Background: an optimization exercise with open tools, aiming at small area and a short achievable clock period. Do not read the settings as production practice.
At most, simulation tests tie the RTL to the original design; equivalence was not proved.
Power is estimated from default activity; no workload was simulated.

north:
==> module rz_read, before the edit <==
module rz_read (
	input  [359:0] kd,       
	input  [23:0]  lb,       
	input  [10:0]  r,        
	output [11:0]  rd,
	output         rz        
);
wire [35:0] sel;
genvar s;
generate
for (s = 0; s < 36; s = s + 1) begin : dec
	assign sel[s] = r[5 + s/6] & r[3 + (s%6)/3] & r[s%3];
end
endgenerate
genvar b, g;
generate
for (b = 0; b < 12; b = b + 1) begin : bt
	if ((b % 6) == 1) begin : lastbit
		localparam integer OFF = (b / 6);       
		localparam integer I0 = (OFF == 0) ? 1 : 2;
		wire [3:0] y;
		for (g = 0; g < 4; g = g + 1) begin : grp
			rz_ao222n u (
				.a0(sel[I0 + 9*g]),     .b0(lb[(2*(I0 + 9*g)     + OFF) / 3]),
				.a1(sel[I0 + 9*g + 3]), .b1(lb[(2*(I0 + 9*g + 3) + OFF) / 3]),
				.a2(sel[I0 + 9*g + 6]), .b2(lb[(2*(I0 + 9*g + 6) + OFF) / 3]),
				.y(y[g]));
		end
		assign rd[b] = ~&y;
	end else begin : kdbit
		localparam integer OFF = (b / 6);
		localparam integer F = b % 6;
		localparam integer KB = (F == 0) ? 0 : F - 1;    
		wire [11:0] y;
		for (g = 0; g < 12; g = g + 1) begin : grp
			rz_ao222n u (
				.a0(sel[3*g]),   .b0(kd[5*(2*(3*g)   + OFF) + KB]),
				.a1(sel[3*g+1]), .b1(kd[5*(2*(3*g+1) + OFF) + KB]),
				.a2(sel[3*g+2]), .b2(kd[5*(2*(3*g+2) + OFF) + KB]),
				.y(y[g]));
		end
		assign rd[b] = ~&y;
	end
end
endgenerate
wire [35:0] z;
genvar i;
generate
for (i = 0; i < 36; i = i + 1) begin : zw
	if ((i % 3) == 1) begin : l0
		assign z[i] = kd[5*(2*i)] | (kd[5*(2*i+1)] & ~lb[(2*i)/3]);
	end else begin : nl0
		assign z[i] = kd[5*(2*i)] | kd[5*(2*i+1)];
	end
end
endgenerate
wire [11:0] yz;
generate
for (g = 0; g < 12; g = g + 1) begin : zg
	rz_ao222n u (
		.a0(sel[3*g]),   .b0(z[3*g]),
		.a1(sel[3*g+1]), .b1(z[3*g+1]),
		.a2(sel[3*g+2]), .b2(z[3*g+2]),
		.y(yz[g]));
end
endgenerate
assign rz = ~&yz;
endmodule
export LEC_CHECK = 0
export CAP_MARGIN = 20
export CORE_MARGIN = 2
export CORE_UTILIZATION = 40
export SETUP_SLACK_MARGIN = 3.7
export SLEW_MARGIN = 20
export SYNTH_HIERARCHICAL = 1
create_clock -name core_clock -period 6.0 [get_ports {clk}]
standard.sh (not shown) runs the stock make flow with config.mk's settings and CLKGATE_MAP_FILE= SYNTH_SCRIPT=/design/flow/synth_recipe.tcl, a recipe that flattens the netlist after the stock synthesis.
==> flow/flow/run.sh <==
#!/bin/bash
# Standard ORFS layout (the standard.sh, unchanged synthesis), with two
# placement/CTS choices: plain buf_4 cells as the port buffers, and clock tree
# synthesis without dummy loads.  Each tool's output goes to its own log here.
set -uo pipefail
export BUFFER_PORTS_ARGS="-buffer_cell sky130_fd_sc_hd__buf_4"
export CTS_ARGS="-sink_clustering_enable -repair_clock_nets -dont_use_dummy_load -root_buf sky130_fd_sc_hd__clkbuf_16 -buf_list sky130_fd_sc_hd__clkbuf_8 -sink_clustering_buffer sky130_fd_sc_hd__clkbuf_8 -sink_clustering_size 16 -sink_clustering_max_diameter 70"
bash standard.sh synth > flow_synth.log 2>&1
bash standard.sh floorplan > flow_floorplan.log 2>&1
bash standard.sh place > flow_place.log 2>&1
bash standard.sh cts > flow_cts.log 2>&1
bash standard.sh route > flow_route.log 2>&1
bash standard.sh finish > flow_finish.log 2>&1
What south does differently from north at the input level:
--- a/flow/design.v
+++ b/flow/design.v
@@ -4,6 +4,25 @@
 );
 assign y = ~((a0 & b0) | (a1 & b1) | (a2 & b2));
 endmodule
+module rz_nand2 (input a, b, output y);
+assign y = ~(a & b);
+endmodule
+module rz_nor3 (input a, b, c, output y);
+assign y = ~(a | b | c);
+endmodule
+module rz_or12n (input [11:0] y, output o);
+wire [5:0] p;
+wire [1:0] n;
+genvar i;
+generate
+for (i = 0; i < 6; i = i + 1) begin : l1
+	rz_nand2 u (.a(y[2*i]), .b(y[2*i+1]), .y(p[i]));
+end
+endgenerate
+rz_nor3 u_n0 (.a(p[0]), .b(p[1]), .c(p[2]), .y(n[0]));
+rz_nor3 u_n1 (.a(p[3]), .b(p[4]), .c(p[5]), .y(n[1]));
+rz_nand2 u_o (.a(n[0]), .b(n[1]), .y(o));
+endmodule
 module rz_read (
 	input  [359:0] kd,       
 	input  [23:0]  lb,       
@@ -45,7 +64,7 @@
 				.a2(sel[3*g+2]), .b2(kd[5*(2*(3*g+2) + OFF) + KB]),
 				.y(y[g]));
 		end
-		assign rd[b] = ~&y;
+		rz_or12n u_or (.y(y), .o(rd[b]));
 	end
 end
 endgenerate
@@ -70,7 +89,7 @@
 		.y(yz[g]));
 end
 endgenerate
-assign rz = ~&yz;
+rz_or12n u_orz (.y(yz), .o(rz));
 endmodule
 module rz_wen (
 	input  [4:0]  w,
==> comparison <==
There was hardly any difference in share of total power in the clock network between south and north.
Compared to north, south has first-pass GRT wire length 2.9% higher.
south vs. north: final period demand of the worst path went down 84 ps, global routing usage on met1 went up 1.3 points, proportion of total power due to net switching went up 0.16 points.
Looking at north and south, the sequential cell power is a wash.
Power per unit of standard cell area was lower in south than in north.
[compare] base=north new=south: post-placement cell count has increased, slew at the pin closest to its max-slew limit lost 21 ps, global routing usage on met3 did not really move.
No functional check of the RTL was part of north.

==> afterwards: timing with drivers on the ports <==
No port has a modelled driver above. Below, the same layouts with a new extraction and two added sets of constraints. Step 1 assumes that a clkbuf_16 drives the clock port and a buf_2 every other input. Step 2 moves the port delays by t, midway between the first and last clock arrival at a register: inputs arrive t later, outputs are due t later. That takes back most of the time a late clock gives input paths. a / b / c = no drivers / after step 1 / after step 2; a / b = the first two.
| run | shift t [ns] | slack for setup (ns) | worst setup path after step 2 | clock arrival spread, ns |
|---|---|---|---|---|
| north | 0.568 | 3.619 / 3.619 / 3.319 | input to register | 0.057 / 0.056 |
| south | 0.566 | 3.703 / 3.684 / 3.286 | input to register | 0.072 / 0.072 |
After both steps every run listed still meets setup and hold. The setup slack of south, which loses most, moves by -0.019 ns with the drivers and by -0.417 ns with both steps.
